Background: an optimization exercise with open tools, aiming at small area. Do not read the settings as production practice. Only simulation tests tie the RTL to the original design; equivalence was not proved. Power is estimated from default activity; no workload was simulated.

==> design/flow/config.mk <==
export PLATFORM = sky130hd
export DESIGN_NAME = stopwatch
export DESIGN_NICKNAME = stopwatch
export VERILOG_FILES = /design/flow/design.v
export SDC_FILE = /design/flow/constraint.sdc
export NUM_CORES = 4
export LEC_CHECK = 0
export CAP_MARGIN = 20
export CORE_MARGIN = 2
export CORE_UTILIZATION = 40
export SLEW_MARGIN = 20
==> design/flow/constraint.sdc <==
create_clock -name core_clock -period 12.0 [get_ports {clk}]
set_input_delay 2.4000 -clock core_clock [delete_from_list [all_inputs] [get_ports {clk}]]
set_output_delay 2.4000 -clock core_clock [all_outputs]
set_load 0.01 [all_outputs]
==> design/flow/design.v <==
`timescale 1ns / 1ps
module clock_divider(
    input wire clk,
    input wire rst,
    output wire twohz_clk,
    output wire onehz_clk,
    output wire blink_clk,
    output wire much_faster_clk
);
reg twohz_clk_register;
reg onehz_clk_register;
reg blink_clk_register;
reg much_faster_clk_register;
reg [11:0] counter_2;
reg [12:0] counter_1;
reg [9:0] counter_blink;
reg [3:0] counter_much_faster;
localparam twohz_divisor = 2500;
localparam onehz_divisor=5000;
localparam blink_divisor = 625;
localparam faster_divisor=10;
always @(posedge clk)
begin
    if(rst) begin
        twohz_clk_register<=0;
        counter_2<=12'b0;
    end
    else if(counter_2 == twohz_divisor-1) begin
        twohz_clk_register<= ~twohz_clk_register;
        counter_2<=12'b0;
    end
    else begin
        counter_2<=counter_2+12'b1;
    end
end
always @(posedge clk)
begin
    if(rst) begin
        onehz_clk_register<=0;
        counter_1<=13'b0;
    end
    else if(counter_1 == onehz_divisor-1) begin
        onehz_clk_register<= ~onehz_clk_register;
        counter_1<=13'b0;
    end
    else begin
        counter_1<=counter_1+13'b1;
    end
end
always @(posedge clk)
begin
    if(rst) begin
        blink_clk_register<=0;
        counter_blink<=10'b0;
    end
    else if(counter_blink == blink_divisor-1) begin
        blink_clk_register<= ~blink_clk_register;
        counter_blink<=10'b0;
    end
    else begin
        counter_blink<=counter_blink+10'b1;
    end
end
always @(posedge clk)
begin
    if(rst) begin
        much_faster_clk_register<=0;
        counter_much_faster<=4'b0;
    end
    else if(counter_much_faster == faster_divisor-1) begin
        much_faster_clk_register<= ~much_faster_clk_register;
        counter_much_faster<=4'b0;
    end
    else begin
        counter_much_faster<=counter_much_faster+4'b1;
    end
end
assign twohz_clk=twohz_clk_register;
assign onehz_clk=onehz_clk_register;
assign blink_clk=blink_clk_register;
assign much_faster_clk=much_faster_clk_register;
endmodule
`timescale 1ns / 1ps
module debouncer(
    input clk_sys,
    input rst,
    input button,
    output button_output
);
localparam DIV_BITS = 5;
reg [4:0] count;
reg button_output_reg;
wire [3:0] count_sum;
reg [DIV_BITS-1:0] clk_divider;
always @(posedge clk_sys) begin
    if (rst)
        clk_divider <= 0;
    else
        clk_divider <= clk_divider+1;
end
wire clk_en = (clk_divider == {1'b0, {(DIV_BITS-1){1'b1}}});
always @(posedge clk_sys) begin
    if (rst)
        count <= 5'b00000;
    else if (clk_en) begin
        if(button==0)
            count<=(count << 1);
        else
            count<=(count<<1)|1;
    end
end
always @(posedge clk_sys) begin
    if (rst)
        button_output_reg <= 0;
    else if (clk_en) begin
        if(count_sum<=1) begin
            button_output_reg<=0;
        end else if (count_sum>=3)
        begin
            button_output_reg<=1;
        end
    end
end
    assign count_sum= count[4]+count[3]+count[2]+count[1]+count[0];
    assign button_output=button_output_reg;
endmodule
`timescale 1ns / 1ps
module stopwatch(
    input clk,
    input reset,
	 input btnd,
	 input btnr,
	 input [7:0] sw,
	 output [7:0] seg,
	 output [3:0] an
    );
wire twohz_clk;
wire onehz_clk;
wire blink_clk;
wire much_faster_clk;
wire rst;
debouncer RstDebouncer(.clk_sys(clk), .rst(reset), .button(btnd), .button_output(rst));
wire pause;
debouncer PauseDebouncer(.clk_sys(clk), .rst(reset), .button(btnr), .button_output(pause));
reg pause_prev;
reg twohz_prev;
reg faster_prev;
always @(posedge clk) begin
	if (reset) begin
		pause_prev <= 0;
		twohz_prev <= 0;
		faster_prev <= 0;
	end else begin
		pause_prev <= pause;
		twohz_prev <= twohz_clk;
		faster_prev <= much_faster_clk;
	end
end
wire pause_rise = pause & ~pause_prev;
wire twohz_rise = twohz_clk & ~twohz_prev;
wire faster_rise = much_faster_clk & ~faster_prev;
reg pause_reg;
always @(posedge clk) begin
	if (reset)
		pause_reg <= 0;
	else if (pause_rise)
		pause_reg <= ~pause_reg;
end
reg [12:0] sec_counter;
wire [6:0] minutes;
wire [5:0] seconds;
reg [7:0] sw_deb;
always @(posedge clk) begin
	if (reset)
		sw_deb <= 0;
	else if (faster_rise)
		sw_deb <= sw;
end
assign minutes = sec_counter/60;
assign seconds = sec_counter%60;
reg onehz_div;
reg [3:0] blink_which;
always @(posedge clk) begin
if (reset || rst) begin
	sec_counter <= 0;
	onehz_div <= 0;
	blink_which <= 0;
end
else if (twohz_rise) begin
if (!pause_reg && !sw_deb[0]) begin  
		sec_counter <= (sec_counter+(onehz_div))%3600;
		onehz_div <= ~onehz_div;
		blink_which <= 0;
end
else if (!pause_reg && sw_deb[0])  
begin
	if(sw[1]==0) begin
		blink_which <= 4'b1100;
		sec_counter<= (sec_counter+60) % 3600;
		end
	if(sw[1]==1)begin
		blink_which <= 4'b0011;
		if (seconds == 59)
			sec_counter <= (sec_counter - 59) % 3600;
		else
			sec_counter <= (sec_counter + 1) % 3600;
	end
end
end
end
clock_divider ClockDivider(.clk(clk), .rst(reset),
.twohz_clk(twohz_clk), .onehz_clk(onehz_clk), .blink_clk(blink_clk),
.much_faster_clk(much_faster_clk));
fourdig_7seg FourDigSevenSeg(.clk(clk), .rst(reset), .en(faster_rise), .blink_clk(blink_clk), .blink_which(blink_which),
.minutes(minutes), .seconds({1'b0, seconds}), .seg(seg), .an(an));
endmodule
module fourdig_7seg(
	input clk,
	input rst,
	input en,
	input blink_clk,
	input [3:0] blink_which,  
	input [6:0] minutes,
	input [6:0] seconds,
	output [7:0] seg,
	output [3:0] an);
reg [1:0] ctr;
reg [3:0] dig;
reg [3:0] an_fast;
assign an = an_fast | (blink_which * blink_clk);
to_7seg To_7Seg(.dig(dig), .seg(seg));
always @(posedge clk) begin
if (rst) begin
	ctr <= 0;
	dig <= 0;
	an_fast <= 4'b1111;
end else if (en) begin
ctr <= ctr+1;
if (ctr == 0) begin
	dig <= seconds % 10;
	an_fast <= 4'b1110;
end else if (ctr == 1) begin
	an_fast <= 4'b1101;
	dig <= seconds / 10;
end else if (ctr == 2) begin
	dig <= minutes % 10;
	an_fast <= 4'b1011;
end else begin
	an_fast <= 4'b0111;
	dig <= minutes / 10;
end
end
end
endmodule
module to_7seg(input [3:0] dig, output reg [7:0] seg);
always @(*) begin
if (dig == 0)
	seg = 8'b11000000;
else if (dig == 1)
	seg = 8'b11111001;  
	else if (dig == 2)
	seg = 8'b10100100;  
	else if (dig == 3)
	seg = 8'b10110000;  
	else if (dig == 4)
	seg = 8'b10011001;  
	else if (dig == 5)
	seg = 8'b10010010;  
	else if (dig == 6)
	seg = 8'b10000010;  
	else if (dig == 7)
	seg = 8'b11111000;  
	else if (dig == 8)
	seg = 8'b10000000;  
	else if (dig == 9)
	seg = 8'b10010000;  
	else
	seg = 8'b11111111;  
end
endmodule
==> design/flow/run.sh <==
#!/bin/bash
# synth_recipe.tcl (not shown) runs the flow's synth.tcl, then flattens the netlist and writes it again
# the make line also repeats each setting of config.mk as NAME=value (left out here)
make -C /OpenROAD-flow-scripts/flow DESIGN_CONFIG=/design/flow/config.mk WORK_HOME=/design/flow/orfs CLKGATE_MAP_FILE= SYNTH_SCRIPT=/design/flow/synth_recipe.tcl finish
==> impl_metrics.py <==
metrics = {
    "synthesis": {
        "synthArstFlopShare_pct": 0,
        "netlist_area_um2": 9168,
        "synth_common_cells": "142 x nor2_1, 133 x nand2_1, 88 x a21oi_1, 82 x dfxtp_1, 63 x o21ai_0",
        "synth_warnings": 5,
        "seq_area_frac_synth_pct": 17.91,
        "synth_edf_count": 0,
        "synth_nets": 1305,
        "synth_area_leader_cell": "dfxtp_1",
        "synth_area_leaders": "dfxtp_1 18%, nor2_1 5.8%, ha_1 5.5%",
        "syn_inst": 1249,
        "yosysMostFrequentCell": "nor2_1",
        "synth_area_per_cell_um2": 7.340,
        "ys.flop_type": "dfxtp_1",
        "yosys.area.top_type_share_pct": 17.91,
        "synth-seq-cells": 82,
        "ys_types": 113,
    },
    "sta": {
        "fmax_mhz": 88.71,
        "post-route-min-period_ns": 11.27,
        "final_max_slew_viol_count": 0,
        "fin_hold_ws_ns": 0.4435,
        "setup_slack_ns": 0.7272,
        "timing.final.crit_share_pct": 93.94,
        "setup_viol": 0,
        "worstMarginPinSlew_ns": 0.8071,
        "hold_violations": 0,
        "clock-skew-final_ns": 0.005884,
        "slew_headroom_pct": 46.19,
    },
    "power": {
        "seq_power_share_pct": 48.3,
        "p_sw_share_pct": 22.67,
        "vdd_ir_drop_max_v": 0.00006874,
        "combPwrFrac_pct": 2.9,
        "leakagePower_nw": 4.053,
        "pwr-share-clk_pct": 48.8,
        "p_switching_mw": 0.1314,
        "internal_power_mw": 0.4483,
        "powerDensity_nw_per_um2": 54.76,
        "power_mw": 0.5797,
    },
    "global_route": {
        "track_usage_pct": 19.90,
        "grt_pass1_vias": 8644,
        "overflow": 0,
        "grt_max_degree": 48,
        "antenna_found_initial": 0,
        "grt_pass1_wl_mm": 41.21,
    },
    "clock_tree": {
        "clock-sinks": 82,
        "clk_pin_slew_ns": 0.07,
        "worstSkewPairLatency_ns": 0.34,
        "clockBufferDepth": 2,
        "cts_tree": "done",
        "h-tree-depth": 3,
        "cts-root-buf": "clkbuf_16",
        "numCtsBuffers": 9,
    },
    "run": {
        "maxCapViolations": 0,
    },
    "place": {
        "place.gp.congestion": 0.9160,
        "dpl_worst_slack_ns": 0.4271,
        "dp_hpwl_mm": 18.65,
        "port-buffer-count": 16,
        "dp_cells": 1576,
    },
    "routing": {
        "ant_nets": 0,
        "via_count": 9424,
        "wl_mm": 24.39,
        "drt_first_pass_iters": 5,
        "wl_per_cell_um": 15.25,
        "drt-initial-drc-count": 577,
        "viasPerCell": 5.894,
        "drc": 0,
    },
    "cells_and_area": {
        "nFillCells": 2310,
        "drive_above_1_share_pct": 15.45,
        "reg_top3": "sec_counter x13, ClockDivider.counter_2 x12, ClockDivider.counter_blink x10",
        "largest-register": "sec_counter",
        "utilization_pct": 46.90,
        "num_antenna_cells": 0,
        "finalNetCount": 1365,
        "largest_reg_flops": 13,
        "final_cells": 1599,
        "area_growth_pct": 15.48,
    },
    "setup_path": {
        "max_stage_delay_ns": 0.57,
        "cp-end-kind": "register",
        "required_ns": 12.27,
        "startpoint_type": "register",
        "path_class": "register to register",
        "r2r_start": "sec_counter[2]",
        "cp_max_fo": 10,
        "crit_slowest_cell": "or4b_4",
        "cp_data_arrival_time_ns": 11.54,
        "setup.worst_path.start": "sec_counter[2]",
    },
    "floorplan": {
        "die_y_um": 155.4,
        "start_util_pct": 40.62,
        "coreArea_um2": 22570,
        "io_pins": 24,
        "dieArea_um2": 24150,
        "row_count": 55,
        "die_x_um": 155.4,
    },
    "min_path": {
        "hp-start": "PauseDebouncer.clk_divider[0]",
        "worstHoldPathType": "register to register",
    },
    "outcome": {
        "status": "timing/DRC/antenna clean",
    },
}
==> critical path, delay by kind of cell, from the launching register on <==
kind	cells	cell delay [ns]
AOI/OAI and AO/OA	17	4.26
buffers and inverters	4	0.50
muxes	3	1.14
DFF	1	0.32
and+or+nand+nor	19	4.15
adders and majority gates	3	0.84
==> power groups by stage <==
stage / Clock [mW] / Combinational (mW) / Sequential, mW
finish: 0.283 / 0.0168 / 0.280
global route: 0.303 / 0.0193 / 0.281
CTS: 0.289 / 0.0170 / 0.280
detailed placement: 0 / 0.0169 / 0.286
global placement: 0 / 0.0166 / 0.286
floorplan: 0 / 0.0128 / 0.285
==> stage by stage <==
stage          instance area, um^2  setup TNS (ns)
3_5_place_dp                 10030               0
3_3_place_gp                 10030               0
2_1_floorplan                 9168               0
4_1_cts                      10340               0
5_1_grt                      10590         -0.1621
6_report                     10590               0
==> path summary, 6_finish.rpt <==
path / to / slack [ns] / cells past startpoint
min: PauseDebouncer.clk_divider[0] / 0.44 / 1
max: sec_counter[8] / 0.73 / 46
min reg2reg: PauseDebouncer.clk_divider[0] / 0.44 / 1
max reg2reg: sec_counter[8] / 0.73 / 46
==> what timing repair did <==
item / CTS / global route
resized for setup: 0 / 38
buffers inserted: 0 / 7
endpoints found under the setup margin: 0 / 8
hold buffers: 0 / 0
==> per-layer routing <==
layer / vias up / global-route usage (%) / part of all wire, %
li1: 4722 / - / -
met1: 4472 / 28.05 / 49
met2: 201 / 32.98 / 47
met3: 29 / 1.755 / 3.2
met4: 0 / 4.587 / 0.98
met5: - / 0 / 0
==> cell type report <==
class	count	area, um^2	share of cell area, %
clock buffers	9	225.2	2.127
clock inverters	7	81.33	0.7682
inverters	54	205.2	1.938
multi-input cells	1059	7268	68.66
flip-flops and latches	82	1642	15.51
well taps	285	356.6	3.368
repair buffers	103	808.3	7.635
==> cells by family after synthesis <==
family          Yosys count  synth area share, %
mux                      31                3.917
buf+inv                 108                4.927
other cells               1              0.04091
simple gates            503                27.09
xor+xnor                 80                7.807
compound gates          400                31.98
fa+ha+maj                44                6.333
flops                    82                17.91
==> cell usage in the layout, fill, tap and decap left out, types with 23 or more instances in the layout <==
cell type / synthesis / layout
nor3_1: 27 / 27
xnor2_1: 51 / 48
nand2_1: 133 / 133
o21ai_0: 63 / 61
inv_1: 51 / 51
buf_4: 2 / 87
xor2_1: 27 / 26
nand3_1: 56 / 55
a21oi_1: 88 / 86
a31oi_1: 26 / 26
dfxtp_1: 82 / 82
o211ai_1: 23 / 23
nor2_1: 142 / 140
ha_1: 40 / 38

[what the ideal ports hide]
No port has a modelled driver above. Below, the same layout with a new extraction and two added sets of constraints. Step 1 (the two cells are an assumption about what drives the block):
set clk [get_ports {clk}]
set_driving_cell -lib_cell sky130_fd_sc_hd__clkbuf_16 $clk
set_driving_cell -lib_cell sky130_fd_sc_hd__buf_2 [delete_from_list [all_inputs] $clk]
Step 2 times the ports against the registers' clock, not the clock port: input delays grow and output delays shrink by t, the midpoint of the rising clock arrivals with the driver on. Three values: no drivers, after step 1, after step 2; two values: the first two.
shift t [ns]: 0.369
setup WS [ns]: 0.727 / 0.727 / 0.727
worst setup path after step 2: register to register
worst slew at a driven data input, ns: 0.04
After both steps setup and hold are still met in this run. For this run, drivers alone change the setup slack by 0.000 ns; drivers and shift together by 0.000 ns.
